Background: an optimization exercise with open tools, aiming at small area and a short achievable clock period. Do not read the settings as production practice. The RTL was checked by simulation tests, not by an equivalence proof against the original design. No activity file was given, so power comes from the tool's default toggle rates.

### flow/design.v
module finalproject #(
    parameter CLK_FREQ_HZ = 8_000,
    parameter SCAN_RATE   = 1000
)(
    input  wire        CLK,
    input  wire        RST_N,
    input  wire [3:0]  ROWS,
    output reg  [3:0]  COLS,
    output wire [7:0]  HEX0,
    output wire [7:0]  HEX1,
    output wire [7:0]  HEX2,
    output wire [9:0]  LEDS,
    output wire [7:0]  DBG
);
    reg [2:0] cnt;
    reg       tick;        
    reg       first;       
    always @(posedge CLK or negedge RST_N) begin
        if (!RST_N) begin
            cnt   <= 3'd0;
            tick  <= 1'b0;
            first <= 1'b1;
            COLS  <= 4'b1110;
        end else begin
            cnt  <= cnt + 3'd1;
            tick <= (cnt == 3'd7);
            if (tick) begin
                first <= 1'b0;
                if (!first) COLS <= {COLS[2:0], COLS[3]};
            end
        end
    end
    wire one_row = (ROWS == 4'b1110) | (ROWS == 4'b1101) |
                   (ROWS == 4'b1011) | (ROWS == 4'b0111);
    wire [1:0] cidx = {~COLS[3] | ~COLS[2], ~COLS[3] | ~COLS[1]};
    wire [1:0] ridx = {~ROWS[3] | ~ROWS[2], ~ROWS[3] | ~ROWS[1]};
    reg [3:0] kcode;
    always @(*) begin
        case ({cidx, ridx})
            4'b00_00: kcode = 4'd1;  4'b00_01: kcode = 4'd4;
            4'b00_10: kcode = 4'd7;  4'b00_11: kcode = 4'hE;
            4'b01_00: kcode = 4'd2;  4'b01_01: kcode = 4'd5;
            4'b01_10: kcode = 4'd8;  4'b01_11: kcode = 4'd0;
            4'b10_00: kcode = 4'd3;  4'b10_01: kcode = 4'd6;
            4'b10_10: kcode = 4'd9;  4'b10_11: kcode = 4'hF;
            4'b11_00: kcode = 4'hA;  4'b11_01: kcode = 4'hB;
            4'b11_10: kcode = 4'hC;  default:  kcode = 4'hD;
        endcase
    end
    reg [3:0] code;        
    reg       kev;         
    reg       idle;        
    always @(posedge CLK) code <= kcode;
    always @(posedge CLK or negedge RST_N) begin
        if (!RST_N) begin
            kev  <= 1'b0;
            idle <= 1'b1;
        end else begin
            kev <= tick & idle & one_row;
            if (tick) idle <= (ROWS == 4'b1111);
        end
    end
    wire k_clr   = (code == 4'hE);
    wire k_eq    = (code == 4'hF);
    wire k_op    = code[3] & (code[2] ^ code[1]);
    wire k_digit = ~k_clr & ~k_eq & ~k_op;
    function [6:0] seg;
        input [3:0] v;
        begin
            case (v)
                4'd0: seg = 7'b1000000;  4'd1: seg = 7'b1111001;
                4'd2: seg = 7'b0100100;  4'd3: seg = 7'b0110000;
                4'd4: seg = 7'b0011001;  4'd5: seg = 7'b0010010;
                4'd6: seg = 7'b0000010;  4'd7: seg = 7'b1111000;
                4'd8: seg = 7'b0000000;  4'd9: seg = 7'b0010000;
                4'hA: seg = 7'b0001000;  4'hB: seg = 7'b0000011;
                4'hC: seg = 7'b1000110;  4'hD: seg = 7'b0100001;
                4'hE: seg = 7'b0000110;  default: seg = 7'b0001110;
            endcase
        end
    endfunction
    reg [6:0] opa, opb;
    reg [2:0] op;
    reg       opsel;
    reg       done;
    reg       first_op;
    reg [1:0] dcnt;
    reg [3:0] last_key;
    reg       ready;
    reg [6:0] hex0, hex1, hex2;
    reg [12:0] lfsr;
    reg [6:0] R, Q;
    wire acc   = kev & ready;
    wire work  = acc & ~k_clr & ~done;      
    wire w_dig = work & k_digit;
    wire w_op  = work & k_op;
    wire w_eq  = work & k_eq;
    wire w_clr = acc & k_clr;
    wire       two = (dcnt == 2'd1);
    wire [6:0] x10 = {last_key, 3'b000} + {2'b00, last_key, 1'b0} + {3'b000, code};
    wire [6:0] nv  = two ? x10 : {3'b000, code};
    localparam [12:0] LFSR_SEED = 13'h0001;
    localparam [12:0] LFSR_END  = 13'h1914;
    wire [12:0] lfsr_nx = {lfsr[11:0], lfsr[12] ^ lfsr[3] ^ lfsr[2] ^ lfsr[0]};
    always @(posedge CLK)
        lfsr <= work ? LFSR_SEED : lfsr_nx;
    wire [3:0] s0 = k_eq ? R[3:0] : (k_clr ? 4'd0 : code);
    wire [3:0] s1 = k_eq ? Q[3:0] : last_key;
    wire       b1 = w_clr | w_op | (w_dig & ~two);
    wire [2:0] op_n   = w_clr ? 3'd0 : (w_op ? code[2:0] - 3'd1 : op);
    wire       done_n = ~w_clr & (done | w_eq);
    function [6:0] seg2;
        input [2:0] o;
        input       d;
        begin
            case (o)
                3'd1: seg2 = 7'b0001000;
                3'd2: seg2 = 7'b0000011;
                3'd3: seg2 = 7'b1000110;
                3'd4: seg2 = 7'b0100001;
                default: seg2 = d ? 7'b0001110 : 7'b1111111;
            endcase
        end
    endfunction
    always @(posedge CLK or negedge RST_N) begin
        if (!RST_N) begin
            opa <= 0; opb <= 0; op <= 0; opsel <= 0; done <= 0;
            first_op <= 1; dcnt <= 0; last_key <= 0; ready <= 1;
            hex0 <= 7'b1000000; hex1 <= 7'b1111111; hex2 <= 7'b1111111;
        end else begin
            if (work) ready <= 1'b0;
            else if (lfsr == LFSR_END) ready <= 1'b1;
            if (acc) last_key <= code;
            if (w_clr | (w_dig & first_op)) opa <= w_clr ? 7'd0 : nv;
            if (w_clr | (w_dig & ~first_op)) opb <= w_clr ? 7'd0 : nv;
            op <= op_n;
            done <= done_n;
            if (w_clr | w_op) opsel <= w_op;
            if (w_clr | w_op) first_op <= w_clr;
            if (w_clr | w_op | w_dig) dcnt <= w_dig ? (two ? 2'd2 : 2'd1) : 2'd0;
            if (w_clr | w_dig | w_eq) hex0 <= seg(s0);
            if (w_clr | w_op | w_dig | w_eq) hex1 <= b1 ? 7'b1111111 : seg(s1);
            if (w_clr | w_op | w_eq) hex2 <= seg2(op_n, done_n);
        end
    end
    reg [1:0] ph;
    localparam PH_IDLE = 2'd0, PH_START = 2'd1, PH_STEP = 2'd2, PH_CONV = 2'd3;
    wire op_add = (op == 3'd1);
    wire op_sub = (op == 3'd2);
    wire op_mul = (op == 3'd3);
    wire op_div = (op == 3'd4);
    wire conv  = (ph == PH_CONV);
    wire start = (ph == PH_START);
    wire step  = (ph == PH_STEP);
    wire [6:0] y   = conv ? 7'd10 : ((op_mul | start) ? opa : opb);
    wire       sub = conv | ((op_sub | op_div) & ~start);
    wire [6:0] yy  = y ^ {7{sub}};
    wire [7:0] c;
    wire [6:0] sum;
    assign c[0] = sub;
    genvar i;
    generate for (i = 0; i < 7; i = i + 1) begin : g_add
        assign sum[i]  = R[i] ^ yy[i] ^ c[i];
        assign c[i+1]  = (R[i] & yy[i]) | (c[i] & (R[i] ^ yy[i]));
    end endgenerate
    wire ge   = c[7];                  
    wire ge10 = R[6] | R[5] | R[4] | (R[3] & (R[2] | R[1]));
    wire qeb  = (Q == opb);
    wire [6:0] qinc = Q + 7'd1;
    wire err     = start & op_div & qeb;               
    wire r_sum   = (start & (op_add | op_sub | op_div) & ~qeb) |
                   (start & (op_add | op_sub) & qeb) |
                   (step & (op_add | (op_sub & ge) | (op_mul & ~qeb) | (op_div & ge))) |
                   (conv & ge10 & ~(Q[3] & Q[0]));
    wire r_zero  = step & op_sub & ~ge;
    wire r_q     = step & op_div & ~ge;
    wire q_inc   = (step & ((op_mul & ~qeb) | (op_div & ge))) |
                   (conv & ge10 & ~(Q[3] & Q[0]));
    wire q_zero  = step & ((op_mul & qeb) | (op_div & ~ge));
    wire to_step = start & ~err;
    wire to_conv = step & (op_add | op_sub | (op_mul & qeb) | (op_div & ~ge) | ~(op_add | op_sub | op_mul | op_div));
    wire to_idle = err | (conv & ~(ge10 & ~(Q[3] & Q[0])));
    always @(posedge CLK or negedge RST_N) begin
        if (!RST_N) begin
            R <= 0; Q <= 0; ph <= PH_IDLE;
        end else if (w_clr | w_dig | w_op) begin
            R <= 0; Q <= 0; ph <= w_clr ? PH_IDLE : PH_START;
        end else begin
            if (err) R <= 7'd14;
            else if (r_sum) R <= sum;
            else if (r_zero) R <= 7'd0;
            else if (r_q) R <= Q;
            if (err) Q <= 7'd14;
            else if (q_inc) Q <= qinc;
            else if (q_zero) Q <= 7'd0;
            if (to_step) ph <= PH_STEP;
            else if (to_conv) ph <= PH_CONV;
            else if (to_idle) ph <= PH_IDLE;
        end
    end
    assign HEX0 = {1'b1, hex0};
    assign HEX1 = {1'b1, hex1};
    assign HEX2 = {1'b1, hex2};
    assign LEDS = {done, opsel, first_op, dcnt, ready, last_key};
    assign DBG  = {op, done, opa[3:0]};
endmodule
### flow/run.sh
#!/bin/bash
# synth_recipe.tcl (not shown) runs the flow's synth.tcl, then flattens the netlist and writes it again
# the make line also repeats each setting of config.mk as NAME=value (left out here)
make -C /OpenROAD-flow-scripts/flow DESIGN_CONFIG=/design/flow/config.mk WORK_HOME=/design/flow/orfs CLKGATE_MAP_FILE= SYNTH_SCRIPT=/design/flow/synth_recipe.tcl finish
### flow/config.mk
export PLATFORM = sky130hd
export DESIGN_NAME = finalproject
export DESIGN_NICKNAME = finalproject
export VERILOG_FILES = /design/flow/design.v
export SDC_FILE = /design/flow/constraint.sdc
export NUM_CORES = 4
export LEC_CHECK = 0
export CAP_MARGIN = 20
export CORE_MARGIN = 2
export CORE_UTILIZATION = 40
export SLEW_MARGIN = 20
### flow/constraint.sdc
create_clock -name core_clock -period 10.0 [get_ports {CLK}]
set_input_delay 2.0000 -clock core_clock [delete_from_list [all_inputs] [get_ports {CLK}]]
set_output_delay 2.0000 -clock core_clock [all_outputs]
set_load 0.01 [all_outputs]
==> summary.txt, run 1 <==
status timing/DRC/antenna clean; largest family of logic cells by synthesized area simple AND/OR/NAND/NOR gates; Worst Hold Endpoint cnt[0]; data required time at the worst endpoint a little over 10000 ps; share of the synthesized area in the top cell type between 20% and 30%; pwr dens 117 nW/µm²; CTS tree done; # rows between 40 and 50; Clock Sinks 92; Post-Synth Simple-Gate Area around 19%; nets@finish 662; Synth Cell Area 5590 µm²; ant diodes 0; Worst Setup Start Kind register; Net Sw Frac 24.6%; Clock Path Buffers 2; die extent in x 122 µm; crit path max fanout 14; R2R cell count 20; Die Y 122 µm; IO Count 52; Synth Instances 600; GRT Resource Usage Total about a fifth; Max Cap Viol 0; first-pass GRT wire length 22600 µm; WL/cell ~17 µm; Starting Density 40.6%; mux cell area share after synthesis around 4.6%; setup TNS 0 ps; post-synthesis sequential area ratio 40.1%; area leader, netlist dfrtp_1; cell leakage power ~3 nW; endpoints failing setup 0; count leader, synth nand2_1; ANT nets after route 0; number of synthesized flops with an enable pin 0; WL final 13400 µm; vias in the first global route 4460; register area 2240 µm²; combinational power share 4.7%; Num CTS Buffers 9; IO Port Bufs 48; Placed Area about 6100 µm²; hold path depth 1; Via density 5.54; Synth Area in Compound Gates 18.0%; RSZ-0062 raised after global routing false; P_int 0.563 mW; RR Endpoint R[6]; Post-route DRC 0; Worst setup EP type register; Synth area leaders dfrtp_1 (24%), dfstp_2 (10%), dfxtp_1 (6.1%); xor/xnor share of the synthesized area 4.97%; final worst-path cycle share 55.4%; fillers 1340; sequential share of power between 50 and 60%; Top FF cell, synth dfrtp_1; Clock Power Share 45.1%; initial antenna violation count 0; Pins Over Slew Limit 0; CP delay by family, top adder cells; synth cell count leaders nand2_1 (74), nor2_1 (55), dfrtp_1 (53); Max H-tree Level 3; WP buf/inv 2; Tmin final about 5500 ps; fraction of registers with async set/reset around 82%; peak supply drop 0.108 mV; Synth cell types 73; die area around 15000 µm²; DP HPWL just under 10000 µm; Clk pin slew, worst setup/hold paths 70 ps; Core ar. around 14000 µm²; Final Instance Area between 6000 and 7000 µm²; multi-input logic area 3060 µm²; Worst-Skew Late Latency about 360 ps; CP cell instances nor2b_1 -> or2_2 -> mux2i_1 -> nor2_1 -> a21oi_1 -> a21oi_1 -> fa_1 -> fa_1 -> fa_1 -> inv_1 -> fa_1 -> fa_1 -> inv_1 -> fa_1 -> or3b_2 -> a211oi_1 -> o21ai_0 -> and3_1 -> a2bb2oi_1 -> a211oi_1; RePlAce Congestion 0.885; Ys Warns 1; Critical R2R Launch ph[0]; area delta synth->final 14.2%; Tot Pwr 0.746 mW; critical setup path kind register to register; Worst Tran Pin Value 1020 ps; CP peak stage delay 620 ps; HP Class register to register; Worst Setup SP ph[0]; largest net degree at the start of global routing 76; hold_sp cnt[0]; drt first pass iters 5; final core occ 46.4%; post-CTS repair timing setup buffer count 0; Overflow after GRT 0; initial drt markers 306; register bit total from synthesis 92; max_slew headroom 32.2%; post-synthesis adder-cell area fraction 8.45%; P_sw 0.184 mW; slowest CP cell dfrtp_1; cts hold-fix bufs 0; crit path DAT 5770 ps; layout cells sized above 1 9.39%; Hold Vio Cnt, Final 0; post_cts resized 0; via count 4478; R2R Setup Slk 4460 ps; final hold slack 423 ps; Most common cell on crit path fa_1; skew final 12.1 ps; Syn Area/Cell ~9.3 µm²; clock root cell clkbuf_16; Fmax achieved 180 MHz
-- cell type report --
class                   count  share of cell area [%]
clock buffers              11                    3.80
clock inverters             5                   0.685
inverters                  25                    1.47
multi-input cells         447                    47.9
flip-flops and latches     92                    35.1
well taps                 180                    3.52
repair buffers             48                    7.48
-- power by group through the flow --
stage	Clock, mW	Sequential (mW)	Combinational [mW]
after detailed placement	0	0.382	0.0350
after floorplan	0	0.380	0.0246
after global placement	0	0.382	0.0341
after global routing	0.359	0.375	0.0403
after CTS	0.346	0.375	0.0351
final	0.336	0.375	0.0347
-- flip-flops by register name, summed over array words and instances (netlist names), 4 cells and up --
register,count
lfsr,13
Q,7
R,7
hex0,7
hex1,7
hex2,7
opa,7
opb,7
COLS,4
code,4
last_key,4
-- worst max-delay path by stage --
| stage | cells after the start | to | slack, ps |
|---|---|---|---|
| finish | 20 | R[6] | 4460 |
| global route | 20 | R[6] | 4120 |
| CTS | 20 | R[6] | 4560 |
| detailed placement | 20 | R[6] | 4580 |
| global placement | 20 | R[6] | 4700 |
| floorplan | 22 | R[6] | 4940 |
-- placed cells by master (no fill, tap or decap), types with 5 or more instances in the layout --
cell type	n
and2_1	13
or3_1	5
clkbuf_16	9
ha_1	25
fa_1	8
o21ai_0	28
nand3b_1	5
a21o_1	5
a22oi_1	6
mux2i_1	19
dfrtp_1	53
nor2_1	55
xor2_1	22
dfxtp_1	17
a211o_1	8
a22o_1	7
a31oi_1	7
nand3_1	11
dfstp_2	22
inv_1	25
xnor2_1	6
a21oi_1	28
clkdlybuf4s50_1	47
nand2b_1	7
nor3_1	10
nand2_1	74
and3_1	7
a211oi_1	12
-- layer usage --
metal	GRT usage, %	routed length, µm	up-vias
met4	5.46	252	0
li1	-	-	2145
met5	0	0	-
met2	31.7	6370	96
met3	5.62	605	31
met1	25.5	6210	2206
-- stage by stage --
step	worst slack, ps	std cells
after floorplan	4940	602
after global placement	4700	792
after detailed placement	4580	792
after CTS	4560	808
after global routing	4120	808
final	4460	808
-- kinds of logic (layout without fill, tap and decap cells) --
kind of cell | after synthesis | after routing
and+or+nand+nor | 212 | 212
xor gates and xnor gates | 30 | 30
other | 1 | 3
buffers and inverters | 63 | 89
AOI/OAI and AO/OA | 145 | 145
DFF | 92 | 92
adders and majority gates | 33 | 33
muxes | 24 | 24
==> inputs of run 2 (changes only) <==
--- a/flow/design.v
+++ b/flow/design.v
@@ -146,2 +146,3 @@
     reg [1:0] ph;
+    reg       cy;
     localparam PH_IDLE = 2'd0, PH_START = 2'd1, PH_STEP = 2'd2, PH_CONV = 2'd3;
@@ -154,46 +155,51 @@
     wire step  = (ph == PH_STEP);
-    wire [6:0] y   = conv ? 7'd10 : ((op_mul | start) ? opa : opb);
-    wire       sub = conv | ((op_sub | op_div) & ~start);
-    wire [6:0] yy  = y ^ {7{sub}};
+    wire       sub = conv | op_sub | op_div;
+    wire [6:0] yy  = (conv ? 7'd10 : opb) ^ {7{sub}};
+    wire [6:0] p = R ^ yy;
+    wire [6:0] g = R & yy;
     wire [7:0] c;
-    wire [6:0] sum;
     assign c[0] = sub;
-    genvar i;
-    generate for (i = 0; i < 7; i = i + 1) begin : g_add
-        assign sum[i]  = R[i] ^ yy[i] ^ c[i];
-        assign c[i+1]  = (R[i] & yy[i]) | (c[i] & (R[i] ^ yy[i]));
-    end endgenerate
-    wire ge   = c[7];                  
+    assign c[1] = g[0] | (p[0] & c[0]);
+    assign c[2] = g[1] | (p[1] & g[0]) | (p[1] & p[0] & c[0]);
+    wire g32 = g[3] | (p[3] & g[2]);
+    wire p32 = p[3] & p[2];
+    assign c[3] = g[2] | (p[2] & c[2]);
+    assign c[4] = g32 | (p32 & c[2]);
+    wire g54 = g[5] | (p[5] & g[4]);
+    wire p54 = p[5] & p[4];
+    assign c[5] = g[4] | (p[4] & c[4]);
+    assign c[6] = g54 | (p54 & c[4]);
+    assign c[7] = g[6] | (p[6] & c[6]);
+    wire [6:0] sum = p ^ c[6:0];
     wire ge10 = R[6] | R[5] | R[4] | (R[3] & (R[2] | R[1]));
-    wire qeb  = (Q == opb);
+    wire qea  = (Q == opa);
+    wire bz   = (opb == 7'd0);
     wire [6:0] qinc = Q + 7'd1;
-    wire err     = start & op_div & qeb;               
-    wire r_sum   = (start & (op_add | op_sub | op_div) & ~qeb) |
-                   (start & (op_add | op_sub) & qeb) |
-                   (step & (op_add | (op_sub & ge) | (op_mul & ~qeb) | (op_div & ge))) |
-                   (conv & ge10 & ~(Q[3] & Q[0]));
-    wire r_zero  = step & op_sub & ~ge;
-    wire r_q     = step & op_div & ~ge;
-    wire q_inc   = (step & ((op_mul & ~qeb) | (op_div & ge))) |
-                   (conv & ge10 & ~(Q[3] & Q[0]));
-    wire q_zero  = step & ((op_mul & qeb) | (op_div & ~ge));
-    wire to_step = start & ~err;
-    wire to_conv = step & (op_add | op_sub | (op_mul & qeb) | (op_div & ~ge) | ~(op_add | op_sub | op_mul | op_div));
-    wire to_idle = err | (conv & ~(ge10 & ~(Q[3] & Q[0])));
-    always @(posedge CLK or negedge RST_N) begin
-        if (!RST_N) begin
-            R <= 0; Q <= 0; ph <= PH_IDLE;
-        end else if (w_clr | w_dig | w_op) begin
-            R <= 0; Q <= 0; ph <= w_clr ? PH_IDLE : PH_START;
-        end else begin
-            if (err) R <= 7'd14;
-            else if (r_sum) R <= sum;
-            else if (r_zero) R <= 7'd0;
-            else if (r_q) R <= Q;
-            if (err) Q <= 7'd14;
-            else if (q_inc) Q <= qinc;
-            else if (q_zero) Q <= 7'd0;
-            if (to_step) ph <= PH_STEP;
-            else if (to_conv) ph <= PH_CONV;
-            else if (to_idle) ph <= PH_IDLE;
+    wire cgo  = conv & ge10 & ~(Q[3] & Q[0]);
+    wire err  = start & op_div & bz;
+    wire sub1 = Q[6];                     
+    wire r_a    = start & (op_add | op_sub | (op_div & ~bz));
+    wire r_zero = (start & ~(op_add | op_sub | op_div)) | (step & op_sub & ~sub1 & ~cy);
+    wire r_sum  = (step & (op_add | (op_sub & sub1) | (op_mul & ~qea) | (op_div & cy))) | cgo;
+    wire r_q    = step & op_div & ~cy;
+    wire q_m1   = start & (op_sub | op_div);
+    wire q_inc  = (step & ((op_sub & sub1) | (op_mul & ~qea) | (op_div & cy))) | cgo;
+    wire q_zero = (start & ~(op_sub | op_div)) | (step & ((op_mul & qea) | (op_div & ~cy)));
+    wire stay   = (op_sub & sub1) | (op_mul & ~qea) | (op_div & cy);
+    always @(posedge CLK or negedge RST_N) begin
+        if (!RST_N) begin
+            R <= 0; Q <= 0; ph <= PH_IDLE; cy <= 1'b0;
+        end else begin
+            cy <= start | c[7];
+            if (w_clr | w_dig | w_op) begin
+                R <= 0; Q <= 0; ph <= w_clr ? PH_IDLE : PH_START;
+            end else begin
+                R <= ({7{err}} & 7'd14) | ({7{r_a}} & opa) | ({7{r_sum}} & sum) | ({7{r_q}} & Q) |
+                     ({7{~(err | r_a | r_zero | r_sum | r_q)}} & R);
+                Q <= ({7{err | q_m1}} & {~err, ~err, ~err, 3'b111, ~err}) | ({7{q_inc}} & qinc) |
+                     ({7{~(err | q_m1 | q_inc | q_zero)}} & Q);
+                if (start) ph <= err ? PH_IDLE : PH_STEP;
+                else if (step & ~stay) ph <= PH_CONV;
+                else if (conv & ~cgo) ph <= PH_IDLE;
+            end
         end
==> flow/flow/run.sh (new file) <==
#!/bin/bash
# Own flow: the standard layout (standard.sh, unchanged synthesis,
# floorplan, power grid, placement, CTS and routing), with two changes:
#  - the port buffers are plain buffers instead of the delay cells that
#    buffer_ports picks by default;
#  - setup repair aims at a margin below the clock period.
# Each tool's full output stays in orfs/logs; make's output goes to
# standard.log in this folder.
set -euo pipefail
bash standard.sh \
  "BUFFER_PORTS_ARGS=-buffer_cell sky130_fd_sc_hd__buf_2" \
  SETUP_SLACK_MARGIN=7 \
  finish > standard.log 2>&1
==> flow/standard.sh (new file) <==
#!/bin/bash
# synth_recipe.tcl (not shown) runs the flow's synth.tcl, then flattens the netlist and writes it again
# the make line also repeats each setting of config.mk as NAME=value (left out here)
make -C /OpenROAD-flow-scripts/flow DESIGN_CONFIG=/design/flow/config.mk WORK_HOME=/design/flow/orfs CLKGATE_MAP_FILE= SYNTH_SCRIPT=/design/flow/synth_recipe.tcl "${@:-finish}"
removed: flow/run.sh
==> run 2 against run 1 <==
Compared with the run above:
- power increased by 3.0%
- design area increased by 2.7%
- highest routed layer unchanged
- cell count increased by 3.0%
- synthesized area decreased by 0.83%
==> summary.txt, run 2 <==
P_sw 0.191 mW (+3.8%); crit path DAT 1050 ps (-4720 ps); WL final 13500 µm (+0.25%); max_slew headroom 35.6% (+3.4 points); endpoints failing setup 0 (unchanged); ANT nets after route 0 (unchanged); hold path depth 1 (unchanged); cts hold-fix bufs 0 (unchanged); # rows 43 (unchanged); Syn Area/Cell 9.39 µm² (+0.68%); Worst-Skew Late Latency 360 ps (about the same); Worst Setup Start Kind register; Tmin final 3050 ps (-2490 ps); Reg with most FFs lfsr; Clk pin slew, worst setup/hold paths 70 ps (about the same); final worst slack 6950 ps (+2490 ps); die extent in x 122 µm (-0.40%); Overflow after GRT 0 (unchanged); commonest non-fill, non-tap cell in the layout nand2_1; IO Count 52 (unchanged); Clock Path Buffers 2 (unchanged); Die Y 122 µm (-0.40%); synth cell count leaders nand2_1 (69), dfrtp_1 (54), nor2_1 (46); DP HPWL 9890 µm (+0.73%); drt first pass iters 5 (unchanged); area delta synth->final 18.3%; register bit total from synthesis 93 (+1.1%); Synth cell types 64 (-12%); Hold Vio Cnt, Final 0 (unchanged); initial drt markers 238 (-22%); via count 4548 (+1.6%); Max Cap Viol 0 (unchanged); sequential share of power 49.3% (-1.0 points); Clock Sinks 93 (+1.1%); slowest CP cell dfrtp_2; area leader, netlist dfrtp_1; fraction of registers with async set/reset 81.7% (+0.20 points); setup TNS 0 ps (unchanged); commonest cells after routing, fill and taps aside nand2_1 (69), nor2_1 (46), dfrtp_1 (45); combinational power share 4.4% (-0.3 points); Max H-tree Level 3 (unchanged); CTS tree done; Top FF cell, synth dfrtp_1; largest net degree at the start of global routing 77 (+1.3%); clock root cell clkbuf_16; P_int 0.578 mW (+2.7%); CP cell instances buf_4 -> buf_6; vias in the first global route 4555 (+2.1%); Placed Area 5910 µm² (-3.2%); peak supply drop 0.0648 mV (-40%); Net Sw Frac 24.8% (+0.21 points); WL/cell 16.2 µm (-2.6%); CP peak stage delay 430 ps (-190 ps); nets@finish 689 (+4.1%); Via density 5.47 (-1.4%); Final Instance Area 6560 µm² (+2.7%); RSZ-0062 raised after global routing true; skew final 6.29 ps (-5.85 ps); pwr dens 117 nW/µm² (+0.27%); Num CTS Buffers 9 (unchanged); final worst-path cycle share 30.5% (-25 points); IO Port Bufs 48 (unchanged); Fmax achieved 328 MHz (+82%); count leader, synth nand2_1; HP Class register to register; Synth Cell Area 5550 µm² (-0.83%); Clock Power Share 46.3% (+1.2 points); R2R cell count 12 (-40%); max FFs per register 13 (unchanged); initial antenna violation count 0 (unchanged); cell leakage power 3.27 nW (+11%); first-pass GRT wire length 22600 µm (+0.15%); layout cells sized above 1 24.7% (+15 points); Core ar. 13700 µm² (-0.39%); Pins Over Slew Limit 0 (unchanged); RePlAce Congestion 0.922 (+4.2%); crit path max fanout 5 (-9); Ys Warns 1 (unchanged); critical setup path kind register to output port; data required time at the worst endpoint 8000 ps (-2230 ps); share of the synthesized area in the top cell type 24.4% (+0.65 points); post-synthesis sequential area ratio 40.9% (+0.79 points); Worst setup EP type output port; number of synthesized flops with an enable pin 0 (unchanged); Starting Density 40.4% (-0.18 points); Synth area leaders dfrtp_1 (24%), dfstp_2 (10%), ha_1 (7.0%); GRT Resource Usage Total 19.4% (-0.11 points); Synth Instances 591 (-1.5%); status timing/DRC/antenna clean; Post-route DRC 0 (unchanged); die area 14800 µm² (-0.80%); pre-CTS setup slack 6770 ps (+2190 ps); Worst Tran Pin Value 965 ps (-49.7 ps); ant diodes 0 (unchanged)
run 2: metal layers:
metal  track usage [%]  vias to the layer above  part of all wire, %
met5                 0                        -                    0
met4              9.20                        0                  3.2
met3              3.79                       29                  4.9
met2              31.4                      113                   48
met1              25.1                     2199                   44
li1                  -                     2207                    -
run 2: power groups by stage:
stage          registers [mW]  logic (mW)  clock network [mW]
2_1_floorplan           0.384      0.0231                   0
3_3_place_gp            0.386      0.0328                   0
3_5_place_dp            0.386      0.0336                   0
4_1_cts                 0.378      0.0339               0.362
5_1_grt                 0.379      0.0389               0.377
6_report                0.379      0.0338               0.356
run 2: worst max-delay path: cells and delay by family (launching register included):
family                 cells  cell delay (ps)
flip-flops                 1              430
buffers and inverters      2              260
run 2: metrics by stage:
step           power, mW  hold slack [ps]  std cells  util, %
2_1_floorplan      0.407              401        593        -
3_3_place_gp       0.419              412        794     43.1
3_5_place_dp       0.419              425        794     43.1
4_1_cts            0.774              436        824     47.0
5_1_grt            0.795              446        832     47.8
6_report           0.769              432        832     47.8
run 2: what timing repair did:
item / CTS / global route
pin swaps: 1 / 3
gates resized for setup: 27 / 12
setup buffers: 14 / 7
setup endpoints to repair: 31 / 33
run 2: cell type report:
type	count	area (µm²)
well taps	180	225
inverters	25	93.8
flip-flops and latches	93	2280
fillers	1301	7160
multi-input cells	444	3090
clock buffers	10	250
repair buffers	74	567
clock inverters	6	60.1
run 2: path summary, 6_finish.rpt:
kind                                     to  slack, ps  startpoint
worst max-delay path                 DBG[6]       6950       op[1]
worst min-delay path                 cnt[0]        430      cnt[0]
worst max register to register         R[6]       7100       op[1]
worst min register to register       cnt[0]        430      cnt[0]
max in group asynchronous       last_key[2]       7510       RST_N
min in group asynchronous              Q[2]       1770       RST_N
run 2: cell families after synthesis:
family	synth area share, %
other	0.0676
multiplexers	6.04
adder cells (fa/ha/maj)	8.80
AND/OR/NAND/NOR	17.4
AO/OA/AOI/OAI	18.0
buffers and inverters	4.76
flip-flops	40.9
XOR/XNOR	4.10
==> inputs of run 3 (changes only) <==
--- a/flow/config.mk
+++ b/flow/config.mk
@@ -10,2 +10,3 @@
 export CORE_UTILIZATION = 40
+export CTS_BUF_LIST = sky130_fd_sc_hd__clkbuf_4 sky130_fd_sc_hd__clkbuf_8
 export SLEW_MARGIN = 20
==> run 3 against run 2 <==
Compared with the run above:
- via count is 1.3% higher
- non-clock buffer count is 10 higher
- power is 11% lower
- synthesized cell count stayed put
- hold slack better by 3.6 ps
- critical path depth is 1 lower
- routed wire length is 0.48% higher
- maximum frequency is 0.12% lower
- setup slack worse by 3.6 ps
- highest routed layer unchanged
==> summary.txt, run 3 <==
status timing/DRC/antenna clean; commonest non-fill, non-tap cell in the layout nand2_1; Overflow after GRT 0 (unchanged); CP peak stage delay 560 ps (+130 ps); critical setup path kind register to output port; crit path max fanout 2 (-3); CTS tree done; skew final 10.3 ps (+4.06 ps); Synth Instances 591 (unchanged); register bit total from synthesis 93 (unchanged); ANT nets after route 0 (unchanged); placed cell count 794 (unchanged); HP Class register to register; IO Port Bufs 48 (unchanged); Final Instance Area 6550 µm² (-0.19%); first-pass GRT wire length 22600 µm (-0.15%); die extent in x 122 µm (unchanged); hold_sp cnt[0]; Ys Warns 1 (unchanged); number of synthesized flops with an enable pin 0 (unchanged); combinational power share 4.9% (+0.5 points); Worst Setup Start Kind register; fillers 1315 (+1.1%); Fmax achieved 328 MHz (-0.12%); share of the synthesized area in the top cell type 24.4% (unchanged); GRT Resource Usage Total 19.4% (-0.022 points); DP HPWL 9890 µm (unchanged); Syn Area/Cell 9.39 µm² (unchanged); synth cell count leaders nand2_1 (69), dfrtp_1 (54), nor2_1 (46); ant diodes 0 (unchanged); vias in the first global route 4553 (-0.044%); P_sw 0.178 mW (-6.8%); largest net degree at the start of global routing 77 (unchanged); RSZ-0062 raised after global routing true; WL/cell 16.1 µm (-0.72%); Clock Sinks 93 (unchanged); CP delay by family, top flip-flops; Clock Power Share 40.0% (-6.3 points); Via density 5.47 (+0.12%); multi-input logic area 3080 µm² (-0.16%); Synth cell types 64 (unchanged); post-synthesis sequential area ratio 40.9% (unchanged); sequential share of power 55.1% (+5.8 points); nets@finish 699 (+1.5%); Max Cap Viol 0 (unchanged); area leader, netlist dfrtp_1; Max H-tree Level 3 (unchanged); register area 2280 µm² (about the same); Die Y 122 µm (unchanged); via count 4608 (+1.3%); layout cells sized above 1 25.8% (+1.1 points); initial drt markers 251 (+5.5%); crit path DAT 1050 ps (about the same); drt first pass iters 5 (unchanged); Worst-Skew Late Latency 390 ps (+30 ps); clock root cell clkbuf_8; Pins Over Slew Limit 0 (unchanged); peak supply drop 0.0598 mV (-7.8%); area delta synth->final 18.1%; Core ar. 13700 µm² (unchanged); WL final 13500 µm (+0.48%); Top FF cell, synth dfrtp_1; RePlAce Congestion 0.922 (unchanged); Starting Density 40.4% (unchanged); Synth Cell Area 5550 µm² (unchanged); cell leakage power 3.28 nW (+0.33%); initial antenna violation count 0 (unchanged); die area 14800 µm² (unchanged); Post-route DRC 0 (unchanged); Synth area leaders dfrtp_1 (24%), dfstp_2 (10%), ha_1 (7.0%); CP cell instances buf_6; Worst Tran Pin Value 968 ps (+2.35 ps); final worst-path cycle share 30.5% (+0.036 points); cts hold-fix bufs 0 (unchanged); endpoints failing setup 0 (unchanged); IO Count 52 (unchanged); Final Non-Filler Cells 842 (+1.2%); Net Sw Frac 25.9% (+1.1 points); data required time at the worst endpoint 8000 ps (about the same); final hold slack 436 ps (+3.61 ps); Hold Vio Cnt, Final 0 (unchanged); Placed Area 5910 µm² (unchanged); Reg with most FFs lfsr; Worst Setup SP first_op; P_int 0.509 mW (-12%); # rows 43 (unchanged); Num CTS Buffers 9 (unchanged); Tmin final 3050 ps (+3.57 ps); Clock Path Buffers 2 (unchanged); WP buf/inv 1 (-1); commonest cells after routing, fill and taps aside nand2_1 (69), nor2_1 (46), dfrtp_1 (45); fraction of registers with async set/reset 81.7% (unchanged); pwr dens 105 nW/µm² (-10%); Critical R2R Launch op[2]; Tot Pwr 0.687 mW (-11%); max_slew headroom 35.5% (-0.16 points); count leader, synth nand2_1; Worst setup EP type output port; setup TNS 0 ps (unchanged); max FFs per register 13 (unchanged); slowest CP cell dfstp_2; Clk pin slew, worst setup/hold paths 110 ps (+40 ps)
==> run 3: path summary, 6_finish.rpt <==
path	cells past startpoint	slack, ps	to
setup / recovery	1	6950	LEDS[7]
min in group asynchronous	1	1720	Q[2]
max in group asynchronous	1	7540	last_key[0]
setup reg to reg	13	7080	R[6]
hold reg to reg	1	440	cnt[0]
hold / removal	1	440	cnt[0]
==> run 3: through the flow <==
step | setup slack [ps] | utilization [%]
2_1_floorplan | 7000 | -
3_5_place_dp | 6770 | 43.1
4_1_cts | 6920 | 47.2
5_1_grt | 6900 | 47.7
3_3_place_gp | 6930 | 43.1
6_report | 6950 | 47.7
==> run 3: layer usage <==
metal	part of all wire, %	global-route usage [%]	vias to the layer above	wire (µm)
li1	-	-	2213	-
met1	44	24.9	2246	5970
met2	48	31.8	125	6540
met3	4.6	3.32	24	617
met4	3.0	9.20	0	402
met5	0	0	-	0
==> run 3: layout make-up <==
cell class                      count  share of cell area (%)
Multi-Input combinational cell    444                    47.0
Sequential cell                    93                    34.8
Timing Repair Buffer               84                    9.99
Tap cell                          180                    3.44
Clock buffer                        9                    1.89
Inverter                           25                    1.43
Clock inverter                      7                    1.38
==> run 3: what timing repair did <==
| action | 4_1_cts | 5_1_grt |
|---|---|---|
| buffers inserted | 28 | 3 |
| pin swaps | 1 | 4 |
| setup endpoints to repair | 39 | 32 |
| gates resized for setup | 31 | 9 |
==> run 3: power groups by stage <==
stage | sequential, mW | clock [mW] | combinational, mW
6_report | 0.379 | 0.275 | 0.0334
5_1_grt | 0.379 | 0.298 | 0.0386
4_1_cts | 0.379 | 0.283 | 0.0336
3_5_place_dp | 0.386 | 0 | 0.0336
3_3_place_gp | 0.386 | 0 | 0.0328
2_1_floorplan | 0.384 | 0 | 0.0231
==> run 3: logic make-up (layout without fill, tap and decap cells) <==
group           after synthesis  in the layout  share of synthesized area (%)
mux                          30             30                           6.04
other cells                   1              3                         0.0676
compound gates              152            152                           18.0
simple gates                197            197                           17.4
buf+inv                      56            125                           4.76
fa+ha+maj                    36             36                           8.80
xor+xnor                     26             26                           4.10
flops                        93             93                           40.9
==> inputs of run 4 (changes only) <==
==> flow/run.sh (new file) <==
#!/bin/bash
# synth_recipe.tcl (not shown) runs the flow's synth.tcl, then flattens the netlist and writes it again
# the make line also repeats each setting of config.mk as NAME=value (left out here)
make -C /OpenROAD-flow-scripts/flow DESIGN_CONFIG=/design/flow/config.mk WORK_HOME=/design/flow/orfs CLKGATE_MAP_FILE= SYNTH_SCRIPT=/design/flow/synth_recipe.tcl finish
--- a/flow/config.mk
+++ b/flow/config.mk
@@ -10,3 +10,2 @@
 export CORE_UTILIZATION = 40
-export CTS_BUF_LIST = sky130_fd_sc_hd__clkbuf_4 sky130_fd_sc_hd__clkbuf_8
 export SLEW_MARGIN = 20
removed: flow/flow/run.sh
removed: flow/standard.sh
==> run 4 against run 3 <==
Compared with the run above:
- synthesized area unchanged
- critical path depth up 11
- non-clock buffer count down 33
- global-route usage down 0.26 points
- critical path type is now register to register
==> summary.txt, run 4 <==
Num CTS Buffers 9 (unchanged); Synth cell types 64 (unchanged); # rows 43 (unchanged); ANT nets after route 0 (unchanged); R2R Setup Slk 6290 ps (-790 ps); cell leakage power 3.04 nW (-7.2%); Final Non-Filler Cells 809 (-3.9%); largest net degree at the start of global routing 77 (unchanged); initial antenna violation count 0 (unchanged); RR Endpoint R[6]; crit path max fanout 9 (+7); IO Count 52 (unchanged); Final Instance Area 6410 µm² (-2.2%); Overflow after GRT 0 (unchanged); Clock Sinks 93 (unchanged); skew final 13.5 ps (+3.14 ps); R2R cell count 12 (-1); Top FF cell, synth dfrtp_1; Worst Setup Start Kind register; peak supply drop 0.0766 mV (+28%); Worst Tran Pin Value 1030 ps (+57.4 ps); max FFs per register 13 (unchanged); register bit total from synthesis 93 (unchanged); Reg with most FFs lfsr; final core occ 46.7% (-1.0 points); placed cell count 793 (-0.13%); Die Y 122 µm (unchanged); Max Cap Viol 0 (unchanged); first-pass GRT wire length 22000 µm (-2.5%); initial drt markers 337 (+34%); Worst Setup SP op[1]; IO Port Bufs 48 (unchanged); Syn Area/Cell 9.39 µm² (unchanged); final worst-path cycle share 37.1% (+6.6 points); Pins Over Slew Limit 0 (unchanged); pre-CTS setup slack 6330 ps (-442 ps); Critical R2R Launch op[1]; DP HPWL 9930 µm (+0.42%); commonest cells after routing, fill and taps aside nand2_1 (69), dfrtp_1 (54), clkdlybuf4s50_1 (47); commonest non-fill, non-tap cell in the layout nand2_1; Placed Area 6110 µm² (+3.5%); share of the synthesized area in the top cell type 24.4% (unchanged); Tmin final 3710 ps (+661 ps); area leader, netlist dfrtp_1; layout cells sized above 1 11.3% (-15 points); Max H-tree Level 3 (unchanged); endpoints failing setup 0 (unchanged); max_slew headroom 31.0% (-4.5 points); Synth Instances 591 (unchanged); count leader, synth nand2_1; Tot Pwr 0.764 mW (+11%); RSZ-0062 raised after global routing false; nets@finish 666 (-4.7%); final hold slack 422 ps (-13.5 ps); drt first pass iters 6 (+1); final worst slack 6290 ps (-661 ps); status timing/DRC/antenna clean; area delta synth->final 15.5%; Synth Cell Area 5550 µm² (unchanged); Worst-Skew Late Latency 360 ps (-30 ps); critical setup path kind register to register; Hold Vio Cnt, Final 0 (unchanged); pwr dens 119 nW/µm² (+14%); post_cts resized 0 (-100%); Ys Warns 1 (unchanged); crit path DAT 3970 ps (+2920 ps); Starting Density 40.4% (unchanged); number of synthesized flops with an enable pin 0 (unchanged); Clk pin slew, worst setup/hold paths 70 ps (-40 ps); post-CTS repair timing setup buffer count 0 (-100%); Fmax achieved 269 MHz (-18%); GRT Resource Usage Total 19.1% (-0.26 points); Core ar. 13700 µm² (unchanged); CTS tree done; data required time at the worst endpoint 10250 ps (+2250 ps); post-synthesis sequential area ratio 40.9% (unchanged); Clock Path Buffers 2 (unchanged); crit path to R[6]; RePlAce Congestion 0.914 (-0.95%); cts hold-fix bufs 0 (unchanged); Synth area leaders dfrtp_1 (24%), dfstp_2 (10%), ha_1 (7.0%); synth cell count leaders nand2_1 (69), dfrtp_1 (54), nor2_1 (46); Via density 5.52 (+0.85%); clock root cell clkbuf_16; Post-route DRC 0 (unchanged); setup TNS 0 ps (unchanged); Worst setup EP type register; HP Class register to register; WL final 13400 µm (-0.97%); vias in the first global route 4315 (-5.2%); die area 14800 µm² (unchanged); WL/cell 16.6 µm (+3.1%); die extent in x 122 µm (unchanged); ant diodes 0 (unchanged); via count 4465 (-3.1%); fraction of registers with async set/reset 81.7% (unchanged)
## run 4: cell counts after synthesis
No cell type changed its count.
## run 4: layer usage
layer  up-vias  global-route usage [%]  share of wire [%]
met5         -                       0                  0
met4         0                    8.19                2.9
met3        31                    4.82                5.1
met2       129                    30.4                 48
met1      2161                    24.8                 44
li1       2144                       -                  -
## run 4: how the worst min path moves through the flow
stage,startpoint,end,depth (start not counted)
after floorplan,cnt[0],cnt[0],1
after global placement,cnt[0],cnt[0],1
after detailed placement,cnt[0],cnt[0],1
after CTS,cnt[0],cnt[0],1
after global routing,cnt[0],cnt[0],1
final,cnt[0],cnt[0],1
## run 4: final cells by class
type	instances	area [µm²]
clock buffers	10	229
clock inverters	6	67.6
fillers	1314	7310
inverters	25	93.8
multi-input cells	444	3020
flip-flops and latches	93	2270
well taps	180	225
repair buffers	51	500
## run 4: critical path: stages, from the launching register on
cell,delay [ps]
dfrtp_1,470
nand2b_1,310
a21oi_1,680
xnor2_1,190
nand2_1,70
ha_1,290
a21boi_0,140
o21ai_0,280
a21oi_1,150
a31oi_1,220
fa_1,430
nor2b_1,140
a211oi_1,230
## run 4: cells by family (layout without fill, tap and decap cells)
kind of cell	count (synthesis)	in the layout	share of synthesized area [%]
AO/OA/AOI/OAI	152	152	18.0
adder cells (fa/ha/maj)	36	36	8.80
other	1	3	0.0676
XOR/XNOR	26	26	4.10
multiplexers	30	30	6.04
buffers and inverters	56	92	4.76
flip-flops	93	93	40.9
AND/OR/NAND/NOR	197	197	17.4
## run 4: power by group
part / switching, mW / leakage, nW / internal [mW]
clock: 0.155 / 0.148 / 0.196
combinational: 0.0226 / 1.77 / 0.0117
sequential: 0.00216 / 1.12 / 0.376

-- what the ideal ports hide --
The flow's constraints put no driver on any port. The routed layouts listed below were extracted and timed again, unchanged, in two steps.
Step 1: set_driving_cell puts a clkbuf_16 on CLK and a buf_2 on each other input, an assumption about the parent block.
Step 2 moves the port delays by t, midway between the first and last clock arrival at a register: inputs arrive t later, outputs are due t later. That takes back most of the time a late clock gives input paths.
a / b / c = no drivers / after step 1 / after step 2; a / b = the first two.
| run | t (ns) | slack for setup (ns) | worst setup path after step 2 | worst slew at a driven data input, ns |
|---|---|---|---|---|
| run 1 | 0.398 | 4.457 / 4.457 / 4.457 | register to register | 0.03 |
| run 2 | 0.395 | 6.951 / 6.910 / 7.095 | register to register | 0.03 |
| run 3 | 0.416 | 6.948 / 6.914 / 7.079 | register to register | 0.03 |
| run 4 | 0.391 | 6.286 / 6.286 / 6.286 | register to register | 0.03 |
After both steps setup and hold are still met in every run listed.
